Background: an optimization exercise with open tools, aiming at small area, a short achievable clock period and few clock cycles. Do not read the settings as production practice.
At most, simulation tests tie the RTL to the original design; equivalence was not proved.
Function not checked in runs 2 and 3: the RTL went through the layout flow alone.

==> flow/design.v, too long to show whole: its modules and the start of the top module <==
// module PE: 2855 lines
module PE (
	input clk,
	input rst,
	input PE_en,
	input [13-1:0] i_config,
	input [32-1:0] ifmap,
	input [32-1:0] filter,
	input [32-1:0] ipsum,
	input ifmap_valid,
	input filter_valid,
	input ipsum_valid,
	input opsum_ready,
	output reg [32-1:0] opsum,
	output reg ifmap_ready,
	output reg filter_ready,
	output reg ipsum_ready,
	output reg opsum_valid
);
  // ...
==> flow/flow/run.sh <==
#!/bin/bash
# Layout flow: the standard synthesis, then a netlist pass (fapol.py) that
# re-polarises full adders to drop the inverters synthesis leaves between them,
# then the standard ORFS layout with repair_timing asked for extra setup margin.
set -euo pipefail
RES=$PWD/orfs/results/sky130hd/PE/base
LIB=$FLOW_HOME/platforms/sky130hd/lib/sky130_fd_sc_hd__tt_025C_1v80.lib
bash standard.sh synth > synth.log 2>&1
cp $RES/1_2_yosys.v $RES/1_2_yosys.orig.v
python3 flow/fapol.py $LIB $RES/1_2_yosys.orig.v $RES/1_2_yosys.v > fapol.log 2>&1
rm -f $RES/1_synth.odb
bash standard.sh SETUP_SLACK_MARGIN=8 TNS_END_PERCENT=100 'BUFFER_PORTS_ARGS=-buffer_cell sky130_fd_sc_hd__buf_1' finish > standard.log 2>&1
==> flow/flow/fapol.py <==
#!/usr/bin/env python3
"""Re-polarise full adders (and simple gates) in a mapped sky130hd netlist.

A full adder is self-dual: FA(~a, ~b, ~c) = (~cout, ~sum).  Yosys' extract_fa
leaves inverters between chained fa cells.  This pass chooses, for every fa
cell, whether it computes the true or the complemented function, and for some
simple gates whether to use the cell or its complement (nand2 <-> and2, ...),
so that as few inverters as possible are needed.  It then removes every
inverter and adds back one inverter per signal whose complement is still
read.  Flip-flops, ports and all other cells keep their function and names.

usage: fapol.py LIBERTY IN.v OUT.v [report]
"""
import re, sys, random, math
from collections import defaultdict, Counter

lib, fin, fout = sys.argv[1:4]
rng = random.Random(1)

# ---- liberty: pin directions and areas
txt = open(lib).read()
pindir, AREA = {}, {}
for chunk in re.split(r'\n\s*cell\s*\(', txt)[1:]:
    nm = re.match(r'\s*"?(\w+)"?', chunk).group(1)
    am = re.search(r'area\s*:\s*([\d.]+)', chunk)
    if am:
        AREA[nm] = float(am.group(1))
    d = {}
    for pm in re.finditer(r'\bpin\s*\(\s*"?(\w+)"?\s*\)\s*\{[^{}]*?direction\s*:\s*"?(\w+)"?', chunk, re.S):
        d[pm.group(1)] = pm.group(2)
    pindir[nm] = d
INV = AREA["sky130_fd_sc_hd__inv_1"]

# ---- netlist
src = open(fin).read()
inst_re = re.compile(r'^  (sky130_fd_sc_hd__\w+)\s+(\\\S+ |\S+)\s*\((.*?)\);\n', re.M | re.S)
pin_re = re.compile(r'\.(\w+)\(\s*(\\\S+ |[^()]*?)\s*\)')
insts = []
for m in inst_re.finditer(src):
    pins = [(p, n.strip()) for p, n in pin_re.findall(m.group(3))]
    insts.append(dict(typ=m.group(1), name=m.group(2), pins=pins, span=m.span()))
if re.search(r'^\s*assign\s', src, re.M):
    sys.exit("fapol: netlist has assign statements; not handled")
outports = set()
for m in re.finditer(r'^\s*output\s+(\[(\d+):(\d+)\]\s+)?(\w+);', src, re.M):
    if m.group(1):
        hi, lo = int(m.group(2)), int(m.group(3))
        for b in range(min(hi, lo), max(hi, lo) + 1):
            outports.add(f"{m.group(4)}[{b}]")
    else:
        outports.add(m.group(4))

def is_inv(t): return re.fullmatch(r'sky130_fd_sc_hd__(inv|clkinv)_\d+', t) is not None
def is_fa(t): return re.fullmatch(r'sky130_fd_sc_hd__fa_\d+', t) is not None

driver = {}
for i, ins in enumerate(insts):
    for p, n in ins['pins']:
        if pindir[ins['typ']].get(p) == 'output' and n:
            driver[n] = (i, p)

def root(n):
    par = 0
    for _ in range(1000):
        if n in driver and is_inv(insts[driver[n][0]]['typ']):
            n = dict(insts[driver[n][0]]['pins'])['A']
            par ^= 1
        else:
            return n, par
    sys.exit("fapol: inverter loop")

cons = defaultdict(list)          # root -> [(inst or None, pin/port, parity)]
for i, ins in enumerate(insts):
    if is_inv(ins['typ']):
        continue
    for p, n in ins['pins']:
        if pindir[ins['typ']].get(p) == 'input' and n and not n.startswith("1'"):
            r, par = root(n)
            cons[r].append((i, p, par))
for n in outports:
    r, par = root(n)
    cons[r].append((None, n, par))

fas = [i for i, ins in enumerate(insts) if is_fa(ins['typ'])]
s = {i: 0 for i in fas}
fa_of_root = {}
for i in fas:
    for p, n in insts[i]['pins']:
        if p in ('SUM', 'COUT'):
            fa_of_root[n] = i
fa_inroots = defaultdict(set)
for r, lst in cons.items():
    for ci, p, par in lst:
        if ci is not None and ci in s:
            fa_inroots[ci].add(r)

COMP = {}
for a, b in [("nand2_1", "and2_1"), ("nor2_1", "or2_1"), ("xor2_1", "xnor2_1"),
             ("nand3_1", "and3_1"), ("nor3_1", "or3_1"), ("a21oi_1", "a21o_1"),
             ("o21ai_0", "o21a_1"), ("a22oi_1", "a22o_1"), ("o22ai_1", "o22a_1"),
             ("mux2i_1", "mux2_1"), ("a211oi_1", "a211o_1"), ("o211ai_1", "o211a_1"),
             ("nand4_1", "and4_1"), ("nor4_1", "or4_1"), ("a31oi_1", "a31o_1"),
             ("o31ai_1", "o31a_1")]:
    COMP["sky130_fd_sc_hd__" + a] = "sky130_fd_sc_hd__" + b
    COMP["sky130_fd_sc_hd__" + b] = "sky130_fd_sc_hd__" + a
gates = {}
for i, ins in enumerate(insts):
    if ins['typ'] in COMP:
        outs = [n for p, n in ins['pins'] if pindir[ins['typ']].get(p) == 'output']
        if len(outs) == 1 and outs[0] in cons:
            gates[i] = outs[0]
g_of_root = {n: i for i, n in gates.items()}
gs = {i: 0 for i in gates}

def pol(r):
    if r in fa_of_root: return s[fa_of_root[r]]
    if r in g_of_root: return gs[g_of_root[r]]
    return 0
def need_inv(r):
    pi = pol(r)
    for ci, p, par in cons[r]:
        if par ^ (s[ci] if (ci is not None and ci in s) else 0) != pi:
            return 1
    return 0
def affected(i):
    rs = set(fa_inroots[i])
    for p, n in insts[i]['pins']:
        if p in ('SUM', 'COUT') and n in cons:
            rs.add(n)
    return rs
def gdelta(i):
    t0 = insts[i]['typ']
    return AREA[COMP[t0]] - AREA[t0]

ninv_old = sum(1 for ins in insts if is_inv(ins['typ']))
before = sum(need_inv(r) for r in cons)

# ---- simulated annealing over fa polarities and gate types
moves = [("f", i) for i in fas] + [("g", i) for i in gates]
cur = before * INV
best_cost, best = cur, (dict(s), dict(gs))
T0, T1, N = 4.0, 0.02, 400000
for step in range(N):
    T = T0 * (T1 / T0) ** (step / N)
    kind, i = moves[rng.randrange(len(moves))]
    if kind == "f":
        rs = affected(i)
        c0 = sum(need_inv(r) for r in rs) * INV
        s[i] ^= 1
        d = sum(need_inv(r) for r in rs) * INV - c0
        if d <= 0 or rng.random() < math.exp(-d / T):
            cur += d
        else:
            s[i] ^= 1
    else:
        r = gates[i]
        c0 = need_inv(r) * INV
        gs[i] ^= 1
        d = need_inv(r) * INV + (gdelta(i) if gs[i] else -gdelta(i)) - c0
        if d <= 0 or rng.random() < math.exp(-d / T):
            cur += d
        else:
            gs[i] ^= 1
    if cur < best_cost - 1e-9:
        best_cost, best = cur, (dict(s), dict(gs))
s, gs = best
for i in gates:
    if gs[i]:
        old_t = insts[i]['typ']; new_t = COMP[old_t]
        oo = [p for p, dd in pindir[old_t].items() if dd == 'output']
        no = [p for p, dd in pindir[new_t].items() if dd == 'output']
        assert len(oo) == 1 and len(no) == 1
        insts[i]['pins'] = [((no[0] if p == oo[0] else p), n) for p, n in insts[i]['pins']]
        assert set(p for p, n in insts[i]['pins']) <= set(pindir[new_t]), (old_t, new_t)
        insts[i]['typ'] = new_t
after = sum(need_inv(r) for r in cons)

# ---- rebuild
def fmt(n):
    return n.rstrip() + ' ' if n.startswith('\\') else n
newinv, newwires = {}, []
def phys(r, want):
    if want == pol(r):
        return r
    if r not in newinv:
        k = len(newinv)
        newinv[r] = f"fapol_n{k}"
        newwires.append((f"fapol_inv{k}", r, f"fapol_n{k}"))
    return newinv[r]
newpins = {}
for r, lst in cons.items():
    for ci, p, par in lst:
        req = par ^ (s[ci] if (ci is not None and ci in s) else 0)
        newpins[(ci, p)] = phys(r, req)

out, pos = [], 0
for i, ins in enumerate(insts):
    a, b = ins['span']
    out.append(src[pos:a]); pos = b
    if is_inv(ins['typ']):
        continue
    pins = [(p, newpins.get((i, p), n)) for p, n in ins['pins']]
    body = ",\n".join(f"    .{p}({fmt(n)})" for p, n in pins)
    out.append(f"  {ins['typ']} {ins['name']} (\n{body}\n  );\n")
tail = src[pos:]
extra = []
for n in sorted(outports):
    pn = newpins[(None, n)]
    if pn != n:
        extra.append(f"  sky130_fd_sc_hd__buf_1 fapol_obuf{len(extra)} (\n    .A({fmt(pn)}),\n    .X({n})\n  );\n")
decl = "".join(f"  wire {w};\n" for _, _, w in newwires)
invs = "".join(f"  sky130_fd_sc_hd__inv_1 {nm} (\n    .A({fmt(r)}),\n    .Y({w})\n  );\n" for nm, r, w in newwires)
res = "".join(out)
hdr_end = res.index(');\n') + 3
res = res[:hdr_end] + decl + res[hdr_end:]
tail = tail.replace("endmodule", invs + "".join(extra) + "endmodule", 1)
open(fout, "w").write(res + tail)
print(f"fapol: {len(fas)} fa cells, {sum(s.values())} flipped; {sum(gs.values())} gates swapped; "
      f"inverters {ninv_old} -> {len(newwires)}, port buffers {len(extra)}; area change "
      f"{(len(newwires) - ninv_old) * INV + sum(gdelta(i) * 0 for i in gates):.0f} um2 (inverters only)")
if len(sys.argv) > 4:
    c = Counter()
    for nm, r, w in newwires:
        t = (insts[driver[r][0]]['typ'][18:] + "." + driver[r][1]) if r in driver else "port"
        kinds = Counter(insts[ci]['typ'][18:] if ci is not None else 'port' for ci, p, par in cons[r])
        c[(t, tuple(sorted(kinds)))] += 1
    for k, v in c.most_common(15): print(v, k)
==> flow/standard.sh <==
#!/bin/bash
# synth_recipe.tcl (not shown) runs the flow's synth.tcl, then flattens the netlist and writes it again
# the make line also repeats each setting of config.mk as NAME=value (left out here)
make -C /OpenROAD-flow-scripts/flow DESIGN_CONFIG=/design/flow/config.mk WORK_HOME=/design/flow/orfs CLKGATE_MAP_FILE= SYNTH_SCRIPT=/design/flow/synth_recipe.tcl "${@:-finish}"
==> flow/config.mk <==
export PLATFORM = sky130hd
export DESIGN_NAME = PE
export DESIGN_NICKNAME = PE
export VERILOG_FILES = /design/flow/design.v
export SDC_FILE = /design/flow/constraint.sdc
export NUM_CORES = 8
export LEC_CHECK = 0
export CAP_MARGIN = 20
export CORE_MARGIN = 2
export CORE_UTILIZATION = 40
export SLEW_MARGIN = 20
==> flow/constraint.sdc <==
create_clock -name core_clock -period 12.0 [get_ports {clk}]
set_input_delay 2.4000 -clock core_clock [delete_from_list [all_inputs] [get_ports {clk}]]
set_output_delay 2.4000 -clock core_clock [all_outputs]
set_load 0.01 [all_outputs]
==> flow_metrics.tcl, run 1 <==
set metrics [dict create \
    status "timing/DRC/antenna clean" \
    n_all_buffers 267 \
    num_vias 34335 \
    crit_type "reg2reg" \
    critPathTopFamily "adder cells" \
    setup_ws_ns 7.96 \
    n_all_inverters 117 \
    timing.rr.start "fsr[90]" \
    root_buffer "clkbuf_16" \
    cp.depth 7 \
    clkCellAreaFrac_pct 5.00 \
    fin_nets 4795 \
    cts_tree "yes" \
    cts_max_level 3 \
    wl_met1_um 67100 \
    maxSlewViolCount 0 \
    start_util_pct 40.3 \
    seq_area_um2 26500 \
    crit_start "fsr[90]" \
    path_buf_inv 1 \
    multi_input_area_share_pct 44.3 \
    area_growth_pct 12.8 \
    reg2reg_to "ca_10_10" \
    hold_depth 0 \
    wl_um 176000 \
    rsz0062_at_grt "true" \
    fin_tns_setup_ns 0 \
    postRouteAntennaNets 0 \
    first_iter_violations 4459 \
    num_antenna_cells 12 \
    cts_sinks 923 \
    synth_warnings 1 \
    holdCritStartpoint "ca_0_1" \
    grt_max_degree 73 \
    critPathCapture "ca_10_10" \
    seq_area_share_pct 42.9 \
]
Testbench counts, summed over its fixed seeds: cycles 9,840.
==> run 2, diff against run 1 <==
--- a/flow/design.v
+++ b/flow/design.v
@@ -39,51 +39,53 @@
 reg [383:0] fmem;
 reg [2:0] kw;      
 reg [1:0] fr;      
 reg fdone;         
 wire [1:0] e_rs = busy ? crs : i_config[11:10];
 wire [1:0] e_p = busy ? cp : i_config[8:7];
 wire f_rowlast = (fr == e_rs);
 wire f_last = f_rowlast & (kw[1:0] == e_p);
+reg [11:0] fwen;
+always @(*) begin
+	for (i = 0; i < 12; i = i + 1)
+		fwen[i] = f_fire && kw[1:0] == i / 3 && fr == i % 3;
+end
 always @(posedge clk) begin
 	for (i = 0; i < 12; i = i + 1)
-		if (f_fire && kw[1:0] == i / 3 && fr == i % 3)
+		if (fwen[i])
 			fmem[i*32 +: 32] <= filter;
 end
 always @(posedge clk or posedge rst) begin
 	if (rst) begin
-		kw <= 3'd0; fr <= 2'd0; fdone <= 1'b0; filter_ready <= 1'b0; kwd <= 3'd0;
+		kw <= 3'd0; fr <= 2'd0; fdone <= 1'b0; filter_ready <= 1'b0;
 	end else if (job_end) begin
-		kw <= 3'd0; fr <= 2'd0; fdone <= 1'b0; filter_ready <= 1'b1; kwd <= 3'd0;
+		kw <= 3'd0; fr <= 2'd0; fdone <= 1'b0; filter_ready <= 1'b1;
 	end else if (f_fire) begin
-		kwd <= kw;
 		fr <= f_rowlast ? 2'd0 : fr + 2'd1;
 		if (f_rowlast) kw <= kw + 3'd1;
 		if (f_last) fdone <= 1'b1;
 		filter_ready <= !f_last;
 	end else begin
 		filter_ready <= !fdone;
-		kwd <= kw;
 	end
 end
 reg [31:0] q0, q1, q2, q3;
 reg [2:0] nq;
 reg [4:0] ci;      
 reg [1:0] ki;      
 reg idone;         
 reg [3:0] sk0;     
 reg sk1, sk2, sk3;
 reg [11:0] xen;    
 wire [1:0] nout_m1 = cdw ? cq : cp;
 wire last_in_col = (ki == nout_m1);
 wire last_col = (ci == ccol);
 wire win_ok = (nq > {1'b0, crs}) & (!last_in_col | last_col | !cst | (nq >= 3'd2));
-reg [2:0] kwd;     
-wire filt_ok = cdw ? (kwd != 3'd0) : (kwd > {1'b0, ki});
+wire filt_ok = cdw ? (kw != 3'd0) : (kw > {1'b0, ki});
 wire fin_ok = !(last_in_col & last_col) | fdone;
 wire can_issue = busy & !idone & win_ok & filt_ok & fin_ok;
 wire issue = can_issue & adv;
 wire pop = issue & last_in_col & !last_col;
 wire [2:0] nq_pop = pop ? (nq - {2'b0, cst} - 3'd1) : nq;
 wire [31:0] iword = ifmap ^ 32'h80808080;
 always @(posedge clk) begin
 	if (i_fire && nq_pop == 3'd0) q0 <= iword; else if (pop) q0 <= cst ? q2 : q1;
@@ -100,17 +102,18 @@
 wire adv_n = !vB_next | c_go_next;
 wire [1:0] ki_n = issue ? (last_in_col ? 2'd0 : ki + 2'd1) : ki;
 wire [4:0] ci_n = (issue & last_in_col & !last_col) ? ci + 5'd1 : ci;
 wire idone_n = idone | (issue & last_in_col & last_col);
 wire fdone_n = fdone | (f_fire & f_last);
 wire lic_n = (ki_n == nout_m1);
 wire lc_n = (ci_n == ccol);
 wire win_ok_n = (nq_next > {1'b0, crs}) & (!lic_n | lc_n | !cst | (nq_next >= 3'd2));
-wire filt_ok_n = cdw ? (kw != 3'd0) : (kw > {1'b0, ki_n});
+wire [2:0] kw_n = kw + {2'b0, f_fire & f_rowlast};
+wire filt_ok_n = cdw ? (kw_n != 3'd0) : (kw_n > {1'b0, ki_n});
 wire fin_ok_n = !(lic_n & lc_n) | fdone_n;
 wire pop_n = busy & !job_end & !idone_n & win_ok_n & filt_ok_n & fin_ok_n & adv_n & lic_n & !lc_n;
 always @(posedge clk or posedge rst) begin
 	if (rst) begin
 		nq <= 3'd0; ifmap_ready <= 1'b0;
 	end else if (job_end) begin
 		nq <= 3'd0; ifmap_ready <= 1'b1;
 	end else begin
@@ -137,20 +140,17 @@
 		sk0 <= 4'd0; sk1 <= 1'b0; sk2 <= 1'b0; sk3 <= 1'b0; xen <= 12'd0;
 	end else begin
 		if (PE_en && !busy) begin
 			busy <= 1'b1;
 			cdw <= i_config[12]; crs <= i_config[11:10]; cst <= i_config[9];
 			cp <= i_config[8:7]; ccol <= i_config[6:2]; cq <= i_config[1:0];
 		end
 		sk0 <= sk0_n; sk1 <= sk1_n; sk2 <= sk2_n; sk3 <= sk3_n;
-		if (PE_en && !busy) begin
-			for (i = 0; i < 12; i = i + 1)
-				xen[i] <= (i / 4 <= i_config[11:10]) & (i_config[12] | (i % 4 <= i_config[1:0]));
-		end
+		xen <= xen_n;
 		if (job_end) begin
 			busy <= 1'b0; ci <= 5'd0; ki <= 2'd0; idone <= 1'b0;
 		end else if (issue) begin
 			if (last_in_col) begin
 				ki <= 2'd0;
 				if (last_col) idone <= 1'b1; else ci <= ci + 5'd1;
 			end else begin
 				ki <= ki + 2'd1;
@@ -172,21 +172,25 @@
 			olast <= sfull ? slast : lB;
 			sfull <= 1'b0;
 		end else if (c_go) begin
 			sfull <= 1'b1;
 			slast <= lB;
 		end
 	end
 end
+reg [11:0] xen_n;
 reg [3:0] sk0_n;
 reg sk1_n, sk2_n, sk3_n;
 always @(*) begin
 	sk0_n = sk0; sk1_n = sk1; sk2_n = sk2; sk3_n = sk3;
+	xen_n = xen;
 	if (PE_en && !busy) begin
+		for (i = 0; i < 12; i = i + 1)
+			xen_n[i] = (i / 4 <= i_config[11:10]) & (i_config[12] | (i % 4 <= i_config[1:0]));
 		sk0_n = i_config[12] ? 4'b0001 : 4'b1111; sk1_n = 1'b0; sk2_n = 1'b0; sk3_n = 1'b0;
 	end else if (issue) begin
 		if (cdw) begin
 			sk0_n = last_in_col ? 4'b0001 : {sk0[2:0], 1'b0};
 		end else begin
 			sk0_n = {4{last_in_col}};
 			sk1_n = !last_in_col & (ki == 2'd0);
 			sk2_n = !last_in_col & (ki == 2'd1);
@@ -196,31 +200,30 @@
 end
 wire [7:0] fs00, fs01, fs02, fs03, fs10, fs11, fs12, fs13, fs20, fs21, fs22, fs23;
 wire [7:0] xs00, xs01, xs02, xs03, xs10, xs11, xs12, xs13, xs20, xs21, xs22, xs23;
 reg [95:0] fsr;
 integer fr_i, fc_i;
 always @(posedge clk) begin
 	for (fr_i = 0; fr_i < 3; fr_i = fr_i + 1)
 		for (fc_i = 0; fc_i < 4; fc_i = fc_i + 1)
-			fsr[fr_i*32 + fc_i*8 +: 8] <=
-				  ({8{sk0_n[fc_i]}} & fmem[(0*3 + fr_i)*32 + fc_i*8 +: 8])
-				| ({8{sk1_n}} & fmem[(1*3 + fr_i)*32 + fc_i*8 +: 8])
-				| ({8{sk2_n}} & fmem[(2*3 + fr_i)*32 + fc_i*8 +: 8])
-				| ({8{sk3_n}} & fmem[(3*3 + fr_i)*32 + fc_i*8 +: 8]);
+			fsr[fr_i*32 + fc_i*8 +: 8] <= {8{xen_n[fr_i*4 + fc_i]}} & (
+				  ({8{sk0_n[fc_i] & !fwen[0*3 + fr_i]}} & fmem[(0*3 + fr_i)*32 + fc_i*8 +: 8])
+				| ({8{sk1_n & !fwen[1*3 + fr_i]}} & fmem[(1*3 + fr_i)*32 + fc_i*8 +: 8])
+				| ({8{sk2_n & !fwen[2*3 + fr_i]}} & fmem[(2*3 + fr_i)*32 + fc_i*8 +: 8])
+				| ({8{sk3_n & !fwen[3*3 + fr_i]}} & fmem[(3*3 + fr_i)*32 + fc_i*8 +: 8])
+				| ({8{(sk0_n[fc_i] & fwen[0*3 + fr_i]) | (sk1_n & fwen[1*3 + fr_i])
+				    | (sk2_n & fwen[2*3 + fr_i]) | (sk3_n & fwen[3*3 + fr_i])}} & filter[fc_i*8 +: 8]));
 end
 assign {fs03, fs02, fs01, fs00} = fsr[31:0];
 assign {fs13, fs12, fs11, fs10} = fsr[63:32];
 assign {fs23, fs22, fs21, fs20} = fsr[95:64];
-wire [31:0] xm0 = q0 & {{8{xen[3]}}, {8{xen[2]}}, {8{xen[1]}}, {8{xen[0]}}};
-wire [31:0] xm1 = q1 & {{8{xen[7]}}, {8{xen[6]}}, {8{xen[5]}}, {8{xen[4]}}};
-wire [31:0] xm2 = q2 & {{8{xen[11]}}, {8{xen[10]}}, {8{xen[9]}}, {8{xen[8]}}};
-assign {xs03, xs02, xs01, xs00} = xm0;
-assign {xs13, xs12, xs11, xs10} = xm1;
-assign {xs23, xs22, xs21, xs20} = xm2;
+assign {xs03, xs02, xs01, xs00} = q0;
+assign {xs13, xs12, xs11, xs10} = q1;
+assign {xs23, xs22, xs21, xs20} = q2;
 reg ca_0_0;
 reg ca_0_1;
 reg ca_1_0;
 reg ca_2_0;
 reg ca_2_1;
 reg ca_3_0;
 reg ca_3_1;
 reg ca_3_2;
==> flow/flow/run.sh (replaced) <==
#!/bin/bash
# Layout flow: the standard synthesis, then a netlist pass (fapol.py) that
# re-polarises full adders to drop the inverters synthesis leaves between them,
# then the standard ORFS layout with repair_timing asked for extra setup margin.
set -euo pipefail
RES=$PWD/orfs/results/sky130hd/PE/base
LIB=$FLOW_HOME/platforms/sky130hd/lib/sky130_fd_sc_hd__tt_025C_1v80.lib
bash standard.sh synth > synth.log 2>&1
cp $RES/1_2_yosys.v $RES/1_2_yosys.orig.v
python3 flow/fapol.py $LIB $RES/1_2_yosys.orig.v $RES/1_2_yosys.v > fapol.log 2>&1
rm -f $RES/1_synth.odb
bash standard.sh SETUP_SLACK_MARGIN=8.4 TNS_END_PERCENT=100 'BUFFER_PORTS_ARGS=-buffer_cell sky130_fd_sc_hd__buf_2' finish > standard.log 2>&1
==> flow/config.mk (replaced) <==
export PLATFORM = sky130hd
export DESIGN_NAME = PE
export DESIGN_NICKNAME = PE
export VERILOG_FILES = /design/flow/design.v
export SDC_FILE = /design/flow/constraint.sdc
export NUM_CORES = 8
export LEC_CHECK = 0
export CAP_MARGIN = 20
export CORE_MARGIN = 2
export CORE_UTILIZATION = 40
export CTS_CLUSTER_DIAMETER = 80
export CTS_CLUSTER_SIZE = 30
export SLEW_MARGIN = 20
==> flow_metrics.tcl, run 2 <==
set metrics [dict create \
    start_util_pct 40.3 \
    timing.rr.start "q0[24]" \
    period_needed_ns 3.94 \
    die_h_um 379 \
    rsz0062_at_grt "true" \
    io_buffers 151 \
    postSynthAreaPerCell_um2 13.8 \
    cts_sinks 920 \
    grt_pass1_wl_um 269000 \
    reg2reg_to "ca_6_6" \
    top_register "fmem" \
    cap_violations 0 \
    grtUsageTotal_pct 26.3 \
    status "timing/DRC/antenna clean" \
    vias_per_cell 5.79 \
    min_path_type "reg2reg" \
    final_common_cell "edfxtp_1" \
    grt_pass1_vias 37579 \
    critPathCapture "ifmap_ready" \
    design.core.area_um2 140000 \
    fin_cells 6391 \
    max_freq_mhz 254 \
    whs_ns 0.435 \
    setup_viol 0 \
    largest_reg_flops 384 \
    slew_headroom_pct 31.1 \
    postRouteAntennaNets 0 \
    die_area_um2 144000 \
    io-pin-count 152 \
    arrival_ns 4.59 \
    grt_overflow 0 \
    hold_violations 0 \
    gp_congestion 1.01 \
    cts_tree "yes" \
    syn-cell-area_um2 56400 \
    grt_max_degree 155 \
    min_period_over_period_pct 32.8 \
    clk_pin_slew_worst_paths_ns 0.11 \
    worstRegToRegCells 8 \
    dp_hpwl_um 140000 \
    wl_um 189000 \
    area_growth_pct 17.6 \
    seq_area_um2 26600 \
    antenna_found_initial 10 \
    crit_start "i_config[10]" \
    crit_type "in2reg" \
    synth_fp_nets 5028 \
    synth_warnings 1 \
    numCtsBuffers 52 \
    postLayoutCoreUtil_pct 47.5 \
    root_buffer "clkbuf_16" \
    cts_max_level 2 \
    first_iter_violations 4054 \
    multi_input_area_um2 30100 \
    placed_cells 6023 \
    num_vias 36981 \
    synthCells 4096 \
    avgRoutedWirePerCell_um 29.6 \
    fp-row-count 137 \
    remaining_drc_errors 0 \
    rrSetupSlack_ns 8.30 \
    worstMarginPinSlew_ns 1.03 \
    nFillCells 12217 \
    top_regs "fmem x384, fsr x96" \
    die-width_um 379 \
    worstPathMaxFanout 2 \
    most-common-layout-cells "edfxtp_1, nand2_1, fa_1" \
    ctsHoldBuffers 0 \
    drive_gt1_share_pct 27.7 \
    cp-start-kind "input pin" \
    drtPass1Iterations 6 \
    fin_nets 5402 \
    end_kind "flop" \
    clock_skew_ns 0.0908 \
    required_ns 12.66 \
    clkLatencyLatePin_ns 0.73 \
    fin_tns_setup_ns 0 \
    clockBufferDepth 3 \
    maxSlewViolCount 0 \
]
run 2: cell count changes in the layout (fill, tap and decap cells not counted), sizes merged, moves of 25 or more:
cell / before / now
o211ai: 3 / 149
a32oi: 0 / 65
inv: 118 / 279
clkbuf: 131 / 61
nand3: 253 / 58
nand4: 2 / 27
nand2: 162 / 732
a221o: 74 / 0
and2: 71 / 211
buf: 257 / 430
and3: 476 / 12
run 2: area by class of cell:
| type | instances | share of cell area, % |
|---|---|---|
| repair buffers | 436 | 6.42 |
| clock inverters | 39 | 0.881 |
| clock buffers | 59 | 2.05 |
| diodes | 1 | 0.00377 |
| multi-input cells | 2786 | 45.3 |
| flip-flops and latches | 920 | 40.1 |
| well taps | 1876 | 3.54 |
| repair inverters | 7 | 0.0755 |
| inverters | 267 | 1.59 |
run 2: metal layers:
metal	global-route usage, %	wire length (µm)
met4	8.73	7440
met1	36.1	75200
met5	0	42
met3	6.62	20900
met2	40.7	85900
run 2: worst min path at each step:
stage                 from      to  cells after the start
finish              ca_0_1  cb_0_1                      0
CTS                 ca_0_1  cb_0_1                      0
floorplan           ca_0_0  cb_0_0                      0
global placement    ca_2_0  cb_2_0                      0
detailed placement  ca_0_1  cb_0_1                      0
global route        ca_0_1  cb_0_1                      0
run 2: metrics by stage:
stage / setup slack [ns] / instance area, µm²
floorplan: 6.42 / 56700
global placement: 6.09 / 59500
detailed placement: 5.98 / 59500
CTS: 8.03 / 65300
global route: 7.98 / 66300
finish: 8.06 / 66300
run 2: worst max-delay path, cell delays in order:
cell and delay, ns:
buf_8 0.10, mux2i_4 0.18, xnor2_2 0.10, nor3_2 0.21
ha_2 0.23, ha_4 0.21, ha_4 0.27, nor2b_4 0.13
o21ai_2 0.06, nand3_2 0.08, nand3b_1 0.07, a21oi_1 0.13
nand2_1 0.07, nand4bb_1 0.21, o21ai_1 0.15
run 2: repair_timing:
item	in CTS	in global routing
resized for setup	416	212
gates cloned	19	7
endpoints found under the setup margin	625	390
pin swaps	167	204
buffers inserted	215	28
==> run 3, diff against run 2 <==
--- a/flow/flow/run.sh
+++ b/flow/flow/run.sh
@@ -10,3 +10,3 @@
 python3 flow/fapol.py $LIB $RES/1_2_yosys.orig.v $RES/1_2_yosys.v > fapol.log 2>&1
 rm -f $RES/1_synth.odb
-bash standard.sh SETUP_SLACK_MARGIN=8.4 TNS_END_PERCENT=100 'BUFFER_PORTS_ARGS=-buffer_cell sky130_fd_sc_hd__buf_2' finish > standard.log 2>&1
+bash standard.sh SETUP_SLACK_MARGIN=8.2 TNS_END_PERCENT=100 'BUFFER_PORTS_ARGS=-buffer_cell sky130_fd_sc_hd__buf_2' finish > standard.log 2>&1
==> flow_metrics.tcl, run 3 <==
set metrics [dict create \
    first_iter_violations 4231 \
    num_vias 36391 \
    cts_sinks 920 \
    rsz0062_at_grt "true" \
    status "timing/DRC/antenna clean" \
    cap_violations 0 \
    cts_tree "yes" \
    min_path_type "reg2reg" \
    placed_cells 6030 \
    postRouteAntennaNets 0 \
    io-pin-count 152 \
    wl_um 186000 \
    start_util_pct 40.3 \
    cts_max_level 2 \
    end_kind "flop" \
    fin_tns_setup_ns 0 \
    max_freq_mhz 251 \
    top_register "fmem" \
    avgRoutedWirePerCell_um 29.3 \
    final_common_cell "edfxtp_1" \
    syn-cell-area_um2 56400 \
    dp_slack_ns 5.98 \
    worstMarginPinSlew_ns 1.26 \
    grt_pass1_vias 37060 \
    io_buffers 151 \
    grtUsageTotal_pct 25.8 \
    die_area_um2 144000 \
    synth_fp_nets 5028 \
    arrival_ns 4.64 \
    hold_depth 0 \
    period_needed_ns 3.99 \
    setup_viol 0 \
    die-width_um 379 \
    setup_ws_ns 8.01 \
    fin_nets 5350 \
    synthCells 4096 \
    remaining_drc_errors 0 \
    largest_reg_flops 384 \
    clockBufferDepth 3 \
    gp_congestion 0.999 \
    fin_cells 6338 \
    required_ns 12.65 \
    root_buffer "clkbuf_16" \
    maxSlewViolCount 0 \
    drtPass1Iterations 7 \
    worstRegToRegCells 8 \
    slew_headroom_pct 15.3 \
    worstPathMaxFanout 2 \
    postSynthAreaPerCell_um2 13.8 \
    dp_hpwl_um 141000 \
    clk_pin_slew_worst_paths_ns 0.10 \
    design.core.area_um2 140000 \
    grt_overflow 0 \
    nFillCells 12436 \
    crit_type "in2reg" \
    min_period_over_period_pct 33.2 \
    fp-row-count 137 \
    grt_max_degree 155 \
    ctsHoldBuffers 0 \
    drive_gt1_share_pct 20.7 \
    die_h_um 379 \
    vias_per_cell 5.74 \
    cp-start-kind "input pin" \
    top_regs "fmem x384, fsr x96" \
    grt_pass1_wl_um 264000 \
    numCtsBuffers 50 \
    clkLatencyLatePin_ns 0.74 \
    synth_warnings 1 \
    hold_violations 0 \
    most-common-layout-cells "edfxtp_1, nand2_1, fa_1" \
    area_growth_pct 14.6 \
    antenna_found_initial 14 \
    clock_skew_ns 0.106 \
]
==> run 3: per-stage QoR <==
step | cell area [µm²] | hold WS, ns | util [%]
5_1_grt | 64600 | 0.429 | 46.3
3_3_place_gp | 59400 | 0.407 | 42.5
3_5_place_dp | 59400 | 0.405 | 42.5
6_report | 64600 | 0.418 | 46.3
4_1_cts | 63900 | 0.423 | 45.8
2_1_floorplan | 56600 | 0.400 | -
==> run 3: per-layer routing <==
layer | vias to the layer above | track usage (%) | routed length (µm)
li1 | 15000 | - | -
met3 | 431 | 7.01 | 20400
met5 | - | 0 | 95
met1 | 18919 | 35.1 | 74300
met4 | 14 | 8.54 | 7470
met2 | 2027 | 40.1 | 83400
==> run 3: critical path, stage by stage <==
cell and delay [ns]:
buf_8 0.10, mux2i_4 0.16, xnor2_2 0.10, nor3_2 0.20
ha_2 0.22, ha_4 0.21, ha_4 0.27, nor2b_4 0.13
o21ai_1 0.06, nand3_1 0.08, nand3b_1 0.11, a21oi_2 0.15
nand2_1 0.08, nand4bb_1 0.20, o21ai_1 0.16
==> run 3: layout make-up <==
type                            count  area (µm²)  share of cell area, %
Clock buffer                       57        1320                   2.04
Multi-Input combinational cell   2776       29100                   45.1
Timing Repair Buffer              397        3590                   5.56
Timing Repair inverter              6        45.0                 0.0697
Tap cell                         1876        2350                   3.63
Clock inverter                     37         621                  0.960
Antenna cell                        2        5.00                0.00775
Sequential cell                   920       26500                   41.1
Inverter                          267        1040                   1.60
==> run 3: worst paths after layout <==
path	from	to	slack (ns)
max	i_config[10]	ifmap_ready	8.01
min	ca_0_1	cb_0_1	0.42
max reg2reg	q1[1]	ca_6_6	8.14
min reg2reg	ca_0_1	cb_0_1	0.42
max in group asynchronous	rst	cdw	9.26
min in group asynchronous	rst	vA	1.65
==> run 3: repair_timing <==
item                                    CTS  global route
buffers inserted                        164            37
hold endpoints to repair                  0             0
pin swaps                                26            39
gates resized for setup                 181           108
cloned                                   10             1
endpoints found under the setup margin  539           270

[separate check: timing with driven ports]
How much do the figures lean on ideal ports? The routed layouts below were timed once more, with nothing changed but the port constraints. Step 1 assumes that a clkbuf_16 drives the clock port and a buf_2 every other input. Step 2 moves the port delays by t, midway between the first and last clock arrival at a register: inputs arrive t later, outputs are due t later. That takes back most of the time a late clock gives input paths. a / b / c = ideal ports / drivers / drivers and shift; a / b = the first two.
run	t (ns)	slack for setup (ns)	clock arrival spread, ns	cell pins on the clock port's net
run 1	0.793	7.962 / 7.962 / 7.219	0.067 / 0.067	1
run 2	0.764	8.064 / 8.099 / 7.336	0.091 / 0.091	1
run 3	0.766	8.013 / 8.044 / 7.278	0.107 / 0.106	1
After both steps setup and hold are still met in every run listed. The setup slack of run 1, which loses most, moves by 0.000 ns with the drivers and by -0.743 ns with both steps.
